What follows belongs to an exercise in optimizing a design on an open flow for a short achievable clock period and few clock cycles; a production flow would make more cautious choices.
In this exercise RTL edits were held to simulation tests only and were not proved equivalent to the original.

==> design/flow/design.v <==
module Mux2to1 #(
    parameter DATA_WIDTH = 32   
)(
    input [DATA_WIDTH-1:0] in0,   
    input [DATA_WIDTH-1:0] in1,   
    input sel,                    
    output reg [DATA_WIDTH-1:0] out  
);
    always @(*) begin
        out = (sel == 1'b0) ? in0 : in1;
    end
endmodule
module Adder (
    input  [31:0]  a,
    input  [31:0]  b, 
    output [31:0] out
);
	reg [31:0] result;
	always@(*) begin
		result = a + b;     
	end
	assign out = result;
endmodule
module pc_incrementer (
    input [31:0] pc_in,
    output [31:0] pc_out
);
    assign pc_out = pc_in + 32'd1;  
endmodule
module branch_mux (
    input branch_taken,           
    input [31:0] branch_address,  
    input [31:0] next_pc,         
    output reg [31:0] pc_out      
);
    always @(*) begin
        if (branch_taken) begin
            pc_out = branch_address;  
        end else begin
            pc_out = next_pc;         
        end
    end
endmodule
module program_counter (
    input clk,                 
    input reset,               
    input freeze,              
    input [31:0] next_address,  
    output reg [31:0] pc        
);
    always @(posedge clk or posedge reset) begin
        if (reset) begin
            pc <= 32'b0;  
        end else if (!freeze) begin
            pc <= next_address;  
        end
    end
endmodule
module IF_Stage (
    input clk,                      
    input rst,                      
    input freeze,                   
    input Branch_taken,             
    input [31:0] BranchAddr,        
    input [31:0] imem_data,         
    output [31:0] PC,               
    output [31:0] Instruction       
);
    wire [31:0] next_address;        
    wire [31:0] selected_address;    
    program_counter pc_module (
        .clk(clk),
        .reset(rst),
        .freeze(freeze & ~Branch_taken),  
        .next_address(selected_address),  
        .pc(PC)
    );
    pc_incrementer pc_inc (
        .pc_in(PC),
        .pc_out(next_address)
    );
    branch_mux branch_selector (
        .branch_taken(Branch_taken),
        .branch_address(BranchAddr),
        .next_pc(next_address),
        .pc_out(selected_address)
    );
    assign Instruction = imem_data;
endmodule
module IF_Stage_Reg (
    input clk,                      
    input rst,                      
    input freeze,                   
    input flush,                    
    input [31:0] PC_in,             
    input [31:0] Instruction_in,    
    output reg [31:0] PC,           
    output reg [31:0] Instruction   
);
    always @(posedge clk or posedge rst) begin
        if (rst) begin
            PC <= 32'b0;
            Instruction <= 32'b0;
        end else if (flush) begin
            PC <= 32'b0;
            Instruction <= 32'b0;
        end else if (!freeze) begin
            PC <= PC_in;
            Instruction <= Instruction_in;
        end
    end
endmodule
module ConditionCheck(
    input [3:0] condition,
    input [3:0] status,
    output reg result
);
    wire n, z, c, v;
    assign {z, c, n, v} = status;
always @(condition, n, z, c, v) begin
        result = 1'b0;
        case (condition)
            4'b0000: result = z;              
            4'b0001: result = ~z;             
            4'b0010: result = c;              
            4'b0011: result = ~c;             
            4'b0100: result = n;              
            4'b0101: result = ~n;             
            4'b0110: result = v;              
            4'b0111: result = ~v;             
            4'b1000: result = c & ~z;         
            4'b1001: result = ~c | z;         
            4'b1010: result = (n == v);       
            4'b1011: result = (n != v);       
            4'b1100: result = ~z & (n == v);  
            4'b1101: result = z & (n != v);   
            4'b1110: result = 1'b1;           
            default: result = 1'b0;
        endcase
    end
endmodule
module ControlUnit(
    input [1:0] mode,
    input [3:0] opcode,
    input sIn,
    output reg [3:0] aluCmd,
    output reg memRead, memWrite,
    output reg wbEn, branch, sOut
);
    always @(mode, opcode, sIn) begin
        aluCmd = 4'd0;
        {memRead, memWrite} = 2'd0;
        {wbEn, branch, sOut} = 3'd0;
        case (opcode)
            4'b1101: aluCmd = 4'b0001;  
            4'b1111: aluCmd = 4'b1001;  
            4'b0100: aluCmd = 4'b0010;  
            4'b0101: aluCmd = 4'b0011;  
            4'b0010: aluCmd = 4'b0100;  
            4'b0110: aluCmd = 4'b0101;  
            4'b0000: aluCmd = 4'b0110;  
            4'b1100: aluCmd = 4'b0111;  
            4'b0001: aluCmd = 4'b1000;  
            4'b1010: aluCmd = 4'b0100;  
            4'b1000: aluCmd = 4'b0110;  
            default: aluCmd = 4'b0001;
        endcase
        case (mode)
            2'b00: begin
                sOut = sIn;
                wbEn = (opcode == 4'b1010 || opcode == 4'b1000) ? 1'b0 : 1'b1;
            end
            2'b01: begin
                wbEn = sIn;
                memRead = sIn;
                memWrite = ~sIn;
            end
            2'b10: branch = 1'b1;
            default:;
        endcase
    end
endmodule
module RegisterFile (
    input clk, rst,
    input [3:0] src1, src2, Dest_wb,
    input [31:0] Result_WB,
    input writeBackEn,
    output [31:0] Val_Rn,Val_Rm 
);
    reg [31:0] register_array [15:0];
    assign Val_Rn = register_array[src1];
    assign Val_Rm = register_array[src2];
    integer i;
    always @(negedge clk) begin
        if (rst) begin
            for (i = 0; i < 16; i = i + 1) begin
                register_array[i] <= 32'b0;
            end
        end else if (writeBackEn) begin
            register_array[Dest_wb] <= Result_WB;
        end
    end
endmodule
module ID_Stage (
    input clk,                
    input rst,                
    input [31:0] Instruction,  
    input [31:0] Result_WB,    
    input writeBackEn,         
    input [3:0] Dest_wb,       
    input hazard,              
    input [3:0] SR,            
    output WB_EN,              
    output MEM_R_EN,           
    output MEM_W_EN,           
    output [3:0] EXE_CMD,      
    output [31:0] Val_Rn,      
    output [31:0] Val_Rm,      
    output imm,                
    output [11:0] Shift_operand,  
    output signed [23:0] Signed_imm_24,  
    output [3:0] Dest,         
    output [3:0] src1,         
    output [3:0] src2,         
    output B,
    output S,
    output Two_src             
);
    wire [3:0] cond_code;           
    wire [1:0] mode;                
    wire [3:0] opcode;              
    wire cond_result;               
    wire ctrl_wbEn, ctrl_memRead, ctrl_memWrite, ctrl_branch, ctrl_s;
    wire [3:0] reg_src2;            
    wire [3:0] ctrl_aluCmd;         
    wire cond_final;                
    assign cond_code = Instruction[31:28];
    assign mode = Instruction[27:26];
    assign opcode = Instruction[24:21];
    assign imm = Instruction[25];
    assign Shift_operand = Instruction[11:0];
    assign Signed_imm_24 = Instruction[23:0];
    assign Dest = Instruction[15:12];
    assign src1 = Instruction[19:16];
    assign Two_src = ~imm | ctrl_memWrite;
    ConditionCheck condition_check(
        .condition(cond_code),
        .status(SR),
        .result(cond_result)
    );
    ControlUnit control_unit(
        .mode(mode),
        .opcode(opcode),
        .sIn(Instruction[20]),
        .aluCmd(ctrl_aluCmd),
        .memRead(ctrl_memRead),
        .memWrite(ctrl_memWrite),
        .wbEn(ctrl_wbEn),
        .branch(ctrl_branch),
        .sOut(ctrl_s)
    );
    RegisterFile rf(
        .clk(clk),
        .rst(rst),
        .src1(Instruction[19:16]),
        .src2(reg_src2),
        .Dest_wb(Dest_wb),
        .Result_WB(Result_WB),
        .writeBackEn(writeBackEn),
        .Val_Rn(Val_Rn),
        .Val_Rm(Val_Rm)
    );
    Mux2to1 #(.DATA_WIDTH(4)) mux_regSrc2(
        .in0(Instruction[3:0]),
        .in1(Instruction[15:12]),
        .sel(ctrl_memWrite),
        .out(reg_src2)
    );
    assign cond_final = ~cond_result | hazard;
    assign src2 = reg_src2;
    Mux2to1 #(.DATA_WIDTH(9)) mux_ctrlSignals(
        .in0({ctrl_aluCmd, ctrl_memRead, ctrl_memWrite, ctrl_wbEn, ctrl_branch, ctrl_s}),
        .in1(9'd0),
        .sel(cond_final),
        .out({EXE_CMD, MEM_R_EN, MEM_W_EN, WB_EN, B, S})
    );
endmodule
module ID_Stage_Reg (
    input clk,                
    input rst,                
    input flush,              
    input WB_EN_IN,           
    input MEM_R_EN_IN,        
    input MEM_W_EN_IN,        
    input B_in,               
    input S_in,               
    input [3:0] EXE_CMD_IN,   
    input [31:0] PC_IN,       
    input [31:0] Val_Rn_IN,   
    input [31:0] Val_Rm_IN,   
    input imm_IN,             
    input signed [11:0] Shift_operand_IN,  
    input [23:0] Signed_imm_24_IN,         
    input [3:0] Dest_IN,      
    input [3:0] SR_in,
    output reg WB_EN,         
    output reg MEM_R_EN,      
    output reg MEM_W_EN,      
    output reg [3:0] EXE_CMD,  
    output reg [31:0] PC,     
    output reg [31:0] Val_Rn,  
    output reg [31:0] Val_Rm,  
    output reg imm,           
    output reg [11:0] Shift_operand,  
    output reg [23:0] Signed_imm_24,  
    output reg [3:0] Dest,     
    output reg B_out,
    output reg S_out,
    output reg [3:0] SR_out
);
    always @(posedge clk or posedge rst) begin
        if (rst) begin
            WB_EN <= 1'b0;
            MEM_R_EN <= 1'b0;
            MEM_W_EN <= 1'b0;
            B_out <= 1'b0;
            S_out <= 1'b0;
            EXE_CMD <= 4'b0;
            PC <= 32'b0;
            Val_Rn <= 32'b0;
            Val_Rm <= 32'b0;
            imm <= 1'b0;
            Shift_operand <= 12'b0;
            Signed_imm_24 <= 24'b0;
            Dest <= 4'b0;
            SR_out <= 4'b0;
        end else if (flush) begin
            WB_EN <= 1'b0;
            MEM_R_EN <= 1'b0;
            MEM_W_EN <= 1'b0;
            B_out <= 1'b0;
            S_out <= 1'b0;
            EXE_CMD <= 4'b0;
            PC <= 32'b0;
            Val_Rn <= 32'b0;
            Val_Rm <= 32'b0;
            imm <= 1'b0;
            Shift_operand <= 12'b0;
            Signed_imm_24 <= 24'b0;
            Dest <= 4'b0;
            SR_out <= 4'b0;
        end else begin
            WB_EN <= WB_EN_IN;
            MEM_R_EN <= MEM_R_EN_IN;
            MEM_W_EN <= MEM_W_EN_IN;
            B_out <= B_in;
            S_out <= S_in;
            EXE_CMD <= EXE_CMD_IN;
            PC <= PC_IN;
            Val_Rn <= Val_Rn_IN;
            Val_Rm <= Val_Rm_IN;
            imm <= imm_IN;
            Shift_operand <= Shift_operand_IN;
            Signed_imm_24 <= Signed_imm_24_IN;
            Dest <= Dest_IN;
            SR_out <= SR_in;
        end
    end
endmodule
module Val2_Generator
(
    input       [11:0]    shifter_operand,
    input                           imm, is_for_memory,
    input   [31:0]       val_Rm,
    output reg [31:0]   val2_out
);
    reg [31:0]  _32bit_immd_temp;
    always @(*) begin
        _32bit_immd_temp = {24'b0, shifter_operand[7:0]};
        if(is_for_memory == 1'b1)
            val2_out = {20'b0, shifter_operand};
        else if(imm == 1'b1) begin
            val2_out = (_32bit_immd_temp >> {shifter_operand[11:8], 1'b0}) |
                       (_32bit_immd_temp << (6'd32 - {shifter_operand[11:8], 1'b0}));
        end
        else begin
            case (shifter_operand[6:5])
                00: begin
                    val2_out = val_Rm << shifter_operand[11:7];
                end
                01: begin
                    val2_out = val_Rm >> shifter_operand[11:7];
                end
                10: begin
                    val2_out = val_Rm >>> shifter_operand[11:7];
                end
                11: begin
                    val2_out = (val_Rm >> shifter_operand[11:7]) |
                               (val_Rm << (6'd32 - shifter_operand[11:7]));
                end
                default:begin
                    val2_out = val_Rm << shifter_operand[11:7];
                end
            endcase
        end
    end
endmodule
module ALU
(
    input       [31:0]   val1, val2,
    input                           carry,
    input       [3:0]               EX_command,
    output  [31:0]   res,
    output  [3:0]               SR
);
    reg V1, C1;
    wire N1, Z1;
    reg [32:0] temp_res;
    assign res = temp_res[31:0];
    assign SR = {Z1, C1, N1, V1};
    assign N1 = res[31];
    assign Z1 = |res ? 0:1;
    always @(*) begin
        V1 = 1'b0;
        C1 = 1'b0;
        case (EX_command)
            4'b0001: begin
                temp_res = val2;
            end
            4'b1001: begin
                temp_res = ~val2;
            end
            4'b0010: begin
                temp_res = val1 + val2;
                C1 = temp_res[32];
                V1 = (val1[31] ~^ val2[31]) & (temp_res[31] ^ val1[31]);
            end
            4'b0011: begin
                temp_res = val1 + val2 + carry;
                C1 = temp_res[32];
                V1 = (val1[31] ~^ val2[31]) & (temp_res[31] ^ val1[31]);
            end
            4'b0100: begin
                temp_res = {val1[31], val1} - {val2[31], val2};
                C1 = temp_res[32];
                V1 = (val1[31] ^ val2[31]) & (temp_res[31] ^ val1[31]);
            end
            4'b0101: begin
                temp_res = val1 - val2 - {31'b0,~carry}; 
                C1 = temp_res[32];
                V1 = (val1[31] ^ val2[31]) & (temp_res[31] ^ val1[31]);
            end
            4'b0110: begin
                temp_res = val1 & val2;
            end
            4'b0111: begin
                temp_res = val1 | val2;
            end
            4'b1000: begin
                temp_res = val1 ^ val2;
            end
            4'b1100: begin
                temp_res = {val1[31], val1} - {val2[31], val2};
                C1 = temp_res[32];
                V1 = (val1[31] ^ val2[31]) & (temp_res[31] ^ val1[31]);
            end
            4'b1110: begin
                temp_res = val1 & val2;
            end
            4'b1010: begin
                temp_res = val1 + val2;
            end
            4'b1010: begin
                temp_res = val1 - val2;
            end
            default:
                temp_res = 32'b0;
        endcase
    end
endmodule
module EXE_Stage
(
  input                    clk,
  input                    rst,
  input  [31:0] pc_in,
  input  [23:0] signed_immediate,
  input  [3:0] EX_command,
  input  [3:0] SR_in,
  input  [11:0] shifter_operand,
  input  [3:0] dst_in,
  input  mem_read_in, mem_write_in, imm, WB_en_in, B_in,
  input  [31:0] val_Rn_in, val_Rm_in,
  output [3:0] dst_out,
  output [3:0] SR_out,
  output [31:0] ALU_res,
  output [31:0] val_Rm_out,
  output [31:0] branch_address,
  output mem_read_out, mem_write_out, WB_en_out, B_out,
  output [31:0] pc 
);
  wire [31:0] val2;
  wire is_for_memory;
  Adder Adder_Inst(
    .a(pc_in + 1'b1),
    .b({{(8){signed_immediate[23]}}, signed_immediate}),
    .out(branch_address)
  );
  wire [31:0] alu_src1;
  wire [31:0] alu_src2;
  Val2_Generator Val2_Generator_Inst(
    .val_Rm(val_Rm_in),
    .shifter_operand(shifter_operand),
    .imm(imm),
    .is_for_memory(is_for_memory),
    .val2_out(val2)
	);
  ALU ALU_Inst(
    .val1(val_Rn_in),
    .val2(val2),
    .EX_command(EX_command),
    .carry(SR_in[2]),
    .res(ALU_res),
    .SR(SR_out)
  );
  assign is_for_memory = mem_read_in | mem_write_in;
  assign pc = pc_in;
  assign dst_out = dst_in;
	assign mem_read_out = mem_read_in;
	assign mem_write_out = mem_write_in;
  assign WB_en_out = WB_en_in;
  assign B_out = B_in;
  assign val_Rm_out = val_Rm_in;
endmodule
module EXE_Stage_Reg
(
  input                    clk,
  input                    rst,
  input  [31:0] pc_in,
  input  [3:0] dst_in,
  input  mem_read_in, mem_write_in, WB_en_in,
  input  [31:0] val_Rm_in,
  input [31:0] ALU_res_in,
  output reg [3:0] dst_out,
  output reg [31:0] ALU_res_out,
  output reg [31:0] val_Rm_out,
  output reg mem_read_out, mem_write_out, WB_en_out,
  output reg [31:0] pc 
);
always @(posedge clk, posedge rst) begin
    if(rst) begin
      pc <= 0;
      dst_out <=  0;
      ALU_res_out <= 0;
      val_Rm_out <= 0;
      mem_read_out <= 0;
      mem_write_out <= 0;
      WB_en_out <= 0;
    end
    else begin
      pc <= pc_in;
      dst_out <= dst_in;
      ALU_res_out <= ALU_res_in;
      val_Rm_out <= val_Rm_in;
      mem_read_out <= mem_read_in;
      mem_write_out <= mem_write_in;
      WB_en_out <= WB_en_in;
    end
end
endmodule
module MEM_Reg
(
    input                       clk,
    input                       rst,
    input [3:0] dst,
    input [31:0] ALU_res,
    input [31:0] mem,
    input mem_read, WB_en,
    output reg [3:0] dst_out,
    output reg [31:0] ALU_res_out,
    output reg [31:0] mem_out,
    output reg mem_read_out, WB_en_out
);
always @(posedge clk, posedge rst) begin
    if(rst) begin
        dst_out <= 0;
        ALU_res_out <= 0;
        mem_out <= 0;
        mem_read_out <= 0;
        WB_en_out <= 0;
    end
    else begin
        dst_out <= dst;
        ALU_res_out <= ALU_res;
        mem_out <= mem;
        mem_read_out <= mem_read;
        WB_en_out <= WB_en;
    end
end
endmodule
module WB_Stage
(
    input                    clk,
    input                    rst,
    input [3:0] dst,
    input [31:0] ALU_res,
    input [31:0] mem,
    input mem_read, WB_en,
    output [3:0] WB_Dest,
    output WB_en_out,
    output [31:0] WB_Value
);
assign WB_Dest = dst;
assign WB_en_out = WB_en;
Mux2to1 #(.DATA_WIDTH(32)) MUX_2_to_1_Reg_File (
		.in0(ALU_res), .in1(mem),
		.sel(mem_read),
		.out(WB_Value)
	);
endmodule
module Status_Reg
(
    input            clk,
    input            rst,
    input            load,
    input      [3:0] status_in,
    output reg [3:0] status
);
    always @(negedge clk or posedge rst) begin
  if(rst) begin
    status <= 0;
  end  
  else if(load) begin
    status <= status_in;
  end
  else begin
    status <= status;
  end    
 end
endmodule
module HazardUnit(
    input [3:0] rn, rdm,
    input twoSrc,
    input [3:0] destEx, destMem,
    input wbEnEx, wbEnMem,  
    output reg hazard
);
   always @(*) begin
        hazard = 1'b0;
        if (wbEnEx) begin
            if ((rn == destEx) || (twoSrc && (rdm == destEx))) begin
                hazard = 1'b1;
            end
        end
        if (wbEnMem) begin
            if ((rn == destMem) || (twoSrc && (rdm == destMem))) begin
                hazard = 1'b1;
            end
        end
    end
endmodule
module arm_core (
    input         clk,
    input         rst,
    output [7:0]  imem_addr,
    input  [31:0] imem_data,
    output [5:0]  dmem_addr,
    output [31:0] dmem_wdata,
    output        dmem_we,
    input  [31:0] dmem_rdata,
    output        wb_en,
    output [3:0]  wb_dest,
    output [31:0] wb_value
);
  wire [31:0] IF_stage_pc_out;
  wire [31:0] IF_stage_instruction_out;
  wire [31:0] branch_address;
  wire EXE_stage_B_out;
  wire hazard_detected;
  IF_Stage IF_Stage_Inst (
    .clk(clk),
    .rst(rst),
    .freeze(hazard_detected),
    .Branch_taken(EXE_stage_B_out),
    .BranchAddr(branch_address),
    .imem_data(imem_data),
    .PC(IF_stage_pc_out),
    .Instruction(IF_stage_instruction_out)
  );
  assign imem_addr = IF_stage_pc_out[7:0];
  wire [31:0] IF_reg_pc_out;
  wire [31:0] IF_reg_instruction_out;
  IF_Stage_Reg IF_Reg_Inst (
    .clk(clk),
    .rst(rst),
    .freeze(hazard_detected),
    .flush(EXE_stage_B_out),
    .PC_in(IF_stage_pc_out),
    .Instruction_in(IF_stage_instruction_out),
    .PC(IF_reg_pc_out),
    .Instruction(IF_reg_instruction_out)
  );
  wire [3:0]  ID_stage_reg_file_dst;
  wire [3:0]  ID_stage_reg_file_src1, ID_stage_reg_file_src2;
  wire [31:0] ID_stage_val_Rn, ID_stage_val_Rm;
  wire [23:0] ID_stage_signed_immediate;
  wire [11:0] ID_stage_shifter_operand;
  wire [3:0]  ID_stage_EX_command_out;
  wire [3:0]  status;
  wire ID_stage_mem_read_out, ID_stage_mem_write_out, ID_stage_WB_en_out,
       ID_stage_Imm_out, ID_stage_B_out, ID_stage_SR_update_out;
  wire [3:0]  WB_Stage_dst_out;
  wire [31:0] WB_Value;
  wire WB_Stage_WB_en_out;
  wire has_src1;
  ID_Stage ID_Stage_Inst (
    .clk(clk),
    .rst(rst),
    .hazard(hazard_detected),
    .Instruction(IF_reg_instruction_out),
    .Dest_wb(WB_Stage_dst_out),
    .Result_WB(WB_Value),
    .writeBackEn(WB_Stage_WB_en_out),
    .SR(status),
    .Dest(ID_stage_reg_file_dst),
    .Val_Rn(ID_stage_val_Rn), .Val_Rm(ID_stage_val_Rm),
    .Signed_imm_24(ID_stage_signed_immediate),
    .Shift_operand(ID_stage_shifter_operand),
    .EXE_CMD(ID_stage_EX_command_out),
    .MEM_R_EN(ID_stage_mem_read_out), .MEM_W_EN(ID_stage_mem_write_out),
    .WB_EN(ID_stage_WB_en_out),
    .imm(ID_stage_Imm_out),
    .B(ID_stage_B_out),
    .S(ID_stage_SR_update_out),
    .Two_src(has_src1),
    .src1(ID_stage_reg_file_src1),
    .src2(ID_stage_reg_file_src2)
  );
  wire [31:0] ID_reg_pc_out;
  wire [3:0]  ID_reg_reg_file_dst_out;
  wire [31:0] ID_reg_val_Rn_out, ID_reg_val_Rm_out;
  wire [23:0] ID_reg_signed_immediate_out;
  wire [11:0] ID_reg_shifter_operand_out;
  wire [3:0]  ID_reg_SR_out, ID_reg_EX_command_out;
  wire ID_reg_mem_read_out, ID_reg_mem_write_out, ID_reg_WB_en_out,
       ID_reg_Imm_out, ID_reg_B_out, ID_reg_SR_update_out;
  ID_Stage_Reg ID_Reg_Inst (
    .clk(clk),
    .rst(rst),
    .flush(EXE_stage_B_out),
    .PC_IN(IF_reg_pc_out),
    .Dest_IN(ID_stage_reg_file_dst),
    .Val_Rn_IN(ID_stage_val_Rn), .Val_Rm_IN(ID_stage_val_Rm),
    .Signed_imm_24_IN(ID_stage_signed_immediate),
    .Shift_operand_IN(ID_stage_shifter_operand),
    .EXE_CMD_IN(ID_stage_EX_command_out),
    .MEM_R_EN_IN(ID_stage_mem_read_out), .MEM_W_EN_IN(ID_stage_mem_write_out),
    .WB_EN_IN(ID_stage_WB_en_out),
    .imm_IN(ID_stage_Imm_out),
    .B_in(ID_stage_B_out),
    .S_in(ID_stage_SR_update_out),
    .PC(ID_reg_pc_out),
    .Dest(ID_reg_reg_file_dst_out),
    .Val_Rn(ID_reg_val_Rn_out), .Val_Rm(ID_reg_val_Rm_out),
    .Signed_imm_24(ID_reg_signed_immediate_out),
    .Shift_operand(ID_reg_shifter_operand_out),
    .EXE_CMD(ID_reg_EX_command_out),
    .MEM_R_EN(ID_reg_mem_read_out), .MEM_W_EN(ID_reg_mem_write_out),
    .WB_EN(ID_reg_WB_en_out),
    .imm(ID_reg_Imm_out),
    .B_out(ID_reg_B_out),
    .S_out(ID_reg_SR_update_out),
    .SR_in(status),
    .SR_out(ID_reg_SR_out)
  );
  wire [31:0] EXE_stage_pc_out;
  wire [3:0]  EXE_stage_reg_file_dst_out;
  wire [31:0] EXE_stage_val_Rm_out;
  wire [3:0]  EXE_stage_SR_out;
  wire [31:0] ALU_res;
  wire EXE_stage_mem_read_out, EXE_stage_mem_write_out, EXE_stage_WB_en_out;
  EXE_Stage EXE_Stage_Inst (
    .clk(clk),
    .rst(rst),
    .pc_in(ID_reg_pc_out),
    .signed_immediate(ID_reg_signed_immediate_out),
    .EX_command(ID_reg_EX_command_out),
    .SR_in(ID_reg_SR_out),
    .shifter_operand(ID_reg_shifter_operand_out),
    .dst_in(ID_reg_reg_file_dst_out),
    .mem_read_in(ID_reg_mem_read_out), .mem_write_in(ID_reg_mem_write_out),
    .imm(ID_reg_Imm_out),
    .WB_en_in(ID_reg_WB_en_out),
    .B_in(ID_reg_B_out),
    .val_Rn_in(ID_reg_val_Rn_out), .val_Rm_in(ID_reg_val_Rm_out),
    .dst_out(EXE_stage_reg_file_dst_out),
    .SR_out(EXE_stage_SR_out),
    .ALU_res(ALU_res),
    .val_Rm_out(EXE_stage_val_Rm_out),
    .branch_address(branch_address),
    .mem_read_out(EXE_stage_mem_read_out), .mem_write_out(EXE_stage_mem_write_out),
    .WB_en_out(EXE_stage_WB_en_out),
    .B_out(EXE_stage_B_out),
    .pc(EXE_stage_pc_out)
  );
  wire [31:0] EXE_reg_pc_out;
  wire [3:0]  EXE_reg_dst_out;
  wire [31:0] EXE_reg_ALU_res_out;
  wire [31:0] EXE_reg_val_Rm_out;
  wire EXE_reg_mem_read_out, EXE_reg_mem_write_out, EXE_reg_WB_en_out;
  EXE_Stage_Reg EXE_Reg_Inst (
    .clk(clk),
    .rst(rst),
    .pc_in(EXE_stage_pc_out),
    .dst_in(EXE_stage_reg_file_dst_out),
    .mem_read_in(EXE_stage_mem_read_out), .mem_write_in(EXE_stage_mem_write_out),
    .WB_en_in(EXE_stage_WB_en_out),
    .val_Rm_in(EXE_stage_val_Rm_out),
    .ALU_res_in(ALU_res),
    .dst_out(EXE_reg_dst_out),
    .ALU_res_out(EXE_reg_ALU_res_out),
    .val_Rm_out(EXE_reg_val_Rm_out),
    .mem_read_out(EXE_reg_mem_read_out), .mem_write_out(EXE_reg_mem_write_out),
    .WB_en_out(EXE_reg_WB_en_out),
    .pc(EXE_reg_pc_out)
  );
  wire [31:0] Mem_Stage_mem_out;
  assign dmem_addr  = EXE_reg_ALU_res_out[7:2];
  assign dmem_wdata = EXE_reg_val_Rm_out;
  assign dmem_we    = EXE_reg_mem_write_out;
  assign Mem_Stage_mem_out = EXE_reg_mem_read_out ? dmem_rdata : 32'b0;
  wire [3:0]  Mem_Reg_dst_out;
  wire [31:0] Mem_Reg_ALU_res_out;
  wire [31:0] Mem_Reg_mem_out;
  wire Mem_Reg_read_out, Mem_Reg_WB_en_out;
  MEM_Reg Mem_Reg_Inst (
    .clk(clk),
    .rst(rst),
    .dst(EXE_reg_dst_out),
    .ALU_res(EXE_reg_ALU_res_out),
    .mem(Mem_Stage_mem_out),
    .mem_read(EXE_reg_mem_read_out),
    .WB_en(EXE_reg_WB_en_out),
    .dst_out(Mem_Reg_dst_out),
    .ALU_res_out(Mem_Reg_ALU_res_out),
    .mem_out(Mem_Reg_mem_out),
    .mem_read_out(Mem_Reg_read_out),
    .WB_en_out(Mem_Reg_WB_en_out)
  );
  WB_Stage WB_Stage_Inst (
    .clk(clk),
    .rst(rst),
    .dst(Mem_Reg_dst_out),
    .ALU_res(Mem_Reg_ALU_res_out),
    .mem(Mem_Reg_mem_out),
    .mem_read(Mem_Reg_read_out),
    .WB_en(Mem_Reg_WB_en_out),
    .WB_Dest(WB_Stage_dst_out),
    .WB_en_out(WB_Stage_WB_en_out),
    .WB_Value(WB_Value)
  );
  assign wb_en    = WB_Stage_WB_en_out;
  assign wb_dest  = WB_Stage_dst_out;
  assign wb_value = WB_Value;
  Status_Reg Status_Reg_Inst (
    .clk(clk),
    .rst(rst),
    .load(ID_reg_SR_update_out),
    .status_in(EXE_stage_SR_out),
    .status(status)
  );
  HazardUnit Hazard_Detection_Unit_Inst (
    .rn(ID_stage_reg_file_src1),
    .rdm(ID_stage_reg_file_src2),
    .destEx(ID_reg_reg_file_dst_out),
    .destMem(EXE_reg_dst_out),
    .wbEnEx(ID_reg_WB_en_out),
    .wbEnMem(EXE_reg_WB_en_out),
    .twoSrc(has_src1),
    .hazard(hazard_detected)
  );
endmodule
==> design/flow/run.sh <==
#!/bin/bash
# synth_recipe.tcl (not shown) runs the flow's synth.tcl, then flattens the netlist and writes it again
# the make line also repeats each setting of config.mk as NAME=value (left out here)
make -C /OpenROAD-flow-scripts/flow DESIGN_CONFIG=/design/flow/config.mk WORK_HOME=/design/flow/orfs CLKGATE_MAP_FILE= SYNTH_SCRIPT=/design/flow/synth_recipe.tcl finish
==> design/flow/config.mk <==
export PLATFORM = sky130hd
export DESIGN_NAME = arm_core
export DESIGN_NICKNAME = arm_core
export VERILOG_FILES = /design/flow/design.v
export SDC_FILE = /design/flow/constraint.sdc
export NUM_CORES = 4
export LEC_CHECK = 0
export CAP_MARGIN = 20
export CORE_MARGIN = 2
export CORE_UTILIZATION = 40
export PLACE_DENSITY = 0.6
export SLEW_MARGIN = 20
==> design/flow/constraint.sdc <==
create_clock -name core_clock -period 16.0 [get_ports {clk}]
set_input_delay 3.2000 -clock core_clock [delete_from_list [all_inputs] [get_ports {clk}]]
set_output_delay 3.2000 -clock core_clock [all_outputs]
set_load 0.01 [all_outputs]
==> summary.txt <==
status=timing/DRC/antenna clean; most instantiated cells after synthesis=736 x nor2_1, 589 x nand2_1, 512 x edfxtp_1; xor and xnor area share after synthesis=0.0218; initial antenna violation count=18; DIE HEIGHT=363 um; Compound-Gate Fraction of Synth Area=0.159; measured slew at the worst slew-check pin=1.11 ns; Mapped Nets=5400; hold path start=EXE_Reg_Inst.ALU_res_out[11]; EDFF count, synth=around 510; reg2reg end=Status_Reg_Inst.status[3]; CTS tree=done; ys async rst share=0.363; Vias=47.0k; worst reg2reg startpoint=ID_Reg_Inst.Signed_imm_24[7]; FF+latch count, synth=804; Finish-stage setup viols=0; Via density=6.22; unrepaired setup endpoints after global routing=no; ys flop type=edfxtp_1; top cell type's share of synthesized area=0.299; die area=~130000 um2; Synth Area in Adders=0.0428; Detailed Place HPWL=149 mm; # DRC=0; post_cts resized=0; worst reg2reg path depth=25; worst hold slack=0.344 ns; mux contribution to synthesized area=0.116; simple-gate share of the synthesized area=0.173; Syn Area/Cell=9.95 um2; TritonCTS buffer count=92; row count=131; Nets=6050; combinational family with the most area after synthesis=simple AND/OR/NAND/NOR gates; top-count cell post-synth=nor2_1; Clock Path Buffers=3; part of the Yosys area used for sequential elements=0.441; Final Util=0.482; largest cells by area after synthesis=edfxtp_1 30%, dfrtp_1 14%, mux4_2 8.4%, nor2_1 5.4%, nand2_1 4.3%; Distinct cells, synth=about 110; DR iter-0 viols=6348; Worst Skew=roughly 0.081 ns; Worst setup SP type=flop; Final TNS setup=0 ns; area growth from synthesis to layout=19.6%; Placed Cells=6873; Horiz. Die Dim=363 um; Core Box Area=128000 um2; arrival time worst endpoint=slightly above 8 ns; largest net degree at the start of global routing=143; first-pass GRT wire length=320 mm; Root Buffer=clkbuf_16; Final WS setup=0.427 ns; Post-CTS Setup Inserts=0; H-tree depth=3; Fin. Hold Viols=0; wire per inst=just under 30 um; Req. time, crit path=8.65 ns; mapped cell area=between 50000 and 60000 um2; Hold EP=Mem_Reg_Inst.ALU_res_out[11]; layout cells sized above 1=0.139; Worst Setup End Kind=flop; drt total wl=between 200 and 250 mm; largest area contributor in the netlist=edfxtp_1; Num Clock Sinks=804; # fillers=11.9k; worst hold stages=0; clock latency on the worst-skew pair=around 0.73 ns; PortBufs=149; placer congestion estimate=1.03; gr usage total=0.332; Routed Antenna Nets=0; Max Transition Viols Final=0; Max-slew headroom=0.244; number of global-route vias before repair=about 47k; Max Cap Viol=0; Mapped Cells=5166; YS warnings=17; Clk pin slew, worst setup/hold paths=around 0.070 ns; HP Class=reg2reg; pre-CTS setup slack=around 0.64 ns; Starting Density=0.403; IO Count=150; total gr overflow=0; CTS Hold Bufs=0; Pre-Repair DR Iteration Count=7; kind of critical path=reg2reg; Post-Layout Cell Count=~7.6k; FF-to-FF setup slack=0.43 ns; Max FO, Critical Path=39
-- cell families after synthesis --
logic type               Yosys count
multiplexers                     351
flip-flops                       804
AO/OA/AOI/OAI                   1167
AND/OR/NAND/NOR                 1945
XOR/XNOR                         128
adder cells (fa/ha/maj)          174
buffers and inverters            597
-- per-stage QoR --
stage / area (um2)
CTS: 61400
floorplan: 51400
finish: 61500
global route: 61500
global placement: 56100
detailed placement: 56100
-- layout make-up --
class	instances	area (um2)	area share
sequential	804	22700	0.369
clock inverter	575	2750	0.0448
timing repair buffer	461	3960	0.0644
clock buffer	111	2580	0.0420
antenna	5	12.5	0.000203
inverter	180	686	0.0111
tap	1662	2080	0.0338
multi-input combinational	3765	26700	0.435
-- how the worst max path moves through the flow --
stage / cells past startpoint / slack [ns] / endpoint / startpoint
final: 25 / 0.43 / Status_Reg_Inst.status[3] / ID_Reg_Inst.Signed_imm_24[7]
after global routing: 25 / 0.08 / Status_Reg_Inst.status[3] / ID_Reg_Inst.Signed_imm_24[7]
after CTS: 25 / 0.52 / Status_Reg_Inst.status[3] / ID_Reg_Inst.Signed_imm_24[7]
after detailed placement: 23 / 0.64 / Status_Reg_Inst.status[3] / ID_Reg_Inst.Signed_imm_24[7]
after global placement: 24 / 0.66 / Status_Reg_Inst.status[3] / ID_Reg_Inst.Signed_imm_24[7]
after floorplan: 3 / 0.26 / ID_Stage_Inst.rf.register_array[10][0] / rst
-- worst max-delay path, cell delays in order, from the launching register on --
cell and delay [ns]:
dfrtp_4 0.72, buf_12 0.32, mux4_2 0.34, mux2i_1 0.37
nor3_1 0.15, nor3_1 0.24, a31oi_1 0.23, fa_1 0.56
inv_1 0.07, ha_1 0.20, nor2_1 0.19, fa_1 0.27
nand2b_1 0.11, a2111o_1 0.50, a41oi_1 0.23, nand2_1 0.13
xnor2_1 0.16, o21ai_0 0.09, a211o_1 0.29, or3_1 0.40
or4b_1 0.55, nor4_1 0.28, buf_4 0.19, nand4b_1 0.12
or4_1 0.52, o41ai_2 0.22
-- routing by layer --
metal | share of wire | vias to the layer above | track usage
met3 | 0.094 | 715 | 0.0664
met4 | 0.063 | 6 | 0.196
met1 | 0.39 | 23200 | 0.424
li1 | - | 20300 | -
met2 | 0.46 | 2895 | 0.523
met5 | 0.00018 | - | 0
-- cell usage in the layout (no fill, tap or decap), types with 190 or more instances in the layout --
cell type,Yosys,final
edfxtp_1,512,512
nor2_1,736,735
and2_1,190,190
buf_4,16,302
dfrtp_1,288,278
mux4_2,191,191
a21oi_1,236,236
inv_1,171,690
nand2_1,589,561
a211oi_1,240,238
-- sequential cells by signal, indices dropped and copies added, names as in the netlist, 3 cells and up --
register and count:
ID_Stage_Inst.rf.register_array 512, EXE_Reg_Inst.ALU_res_out 32, EXE_Reg_Inst.val_Rm_out 32, ID_Reg_Inst.Val_Rm 32, ID_Reg_Inst.Val_Rn 32, IF_Reg_Inst.Instruction 32
Mem_Reg_Inst.ALU_res_out 32, Mem_Reg_Inst.mem_out 32, ID_Reg_Inst.Signed_imm_24 13, ID_Reg_Inst.PC 8, IF_Reg_Inst.PC 8, IF_Stage_Inst.pc_module.pc 8
EXE_Reg_Inst.dst_out 4, ID_Reg_Inst.EXE_CMD 4, Mem_Reg_Inst.dst_out 4, Status_Reg_Inst.status 4, ID_Reg_Inst.Dest 3
Testbench counts, summed over its fixed seeds: cycles 41,983.
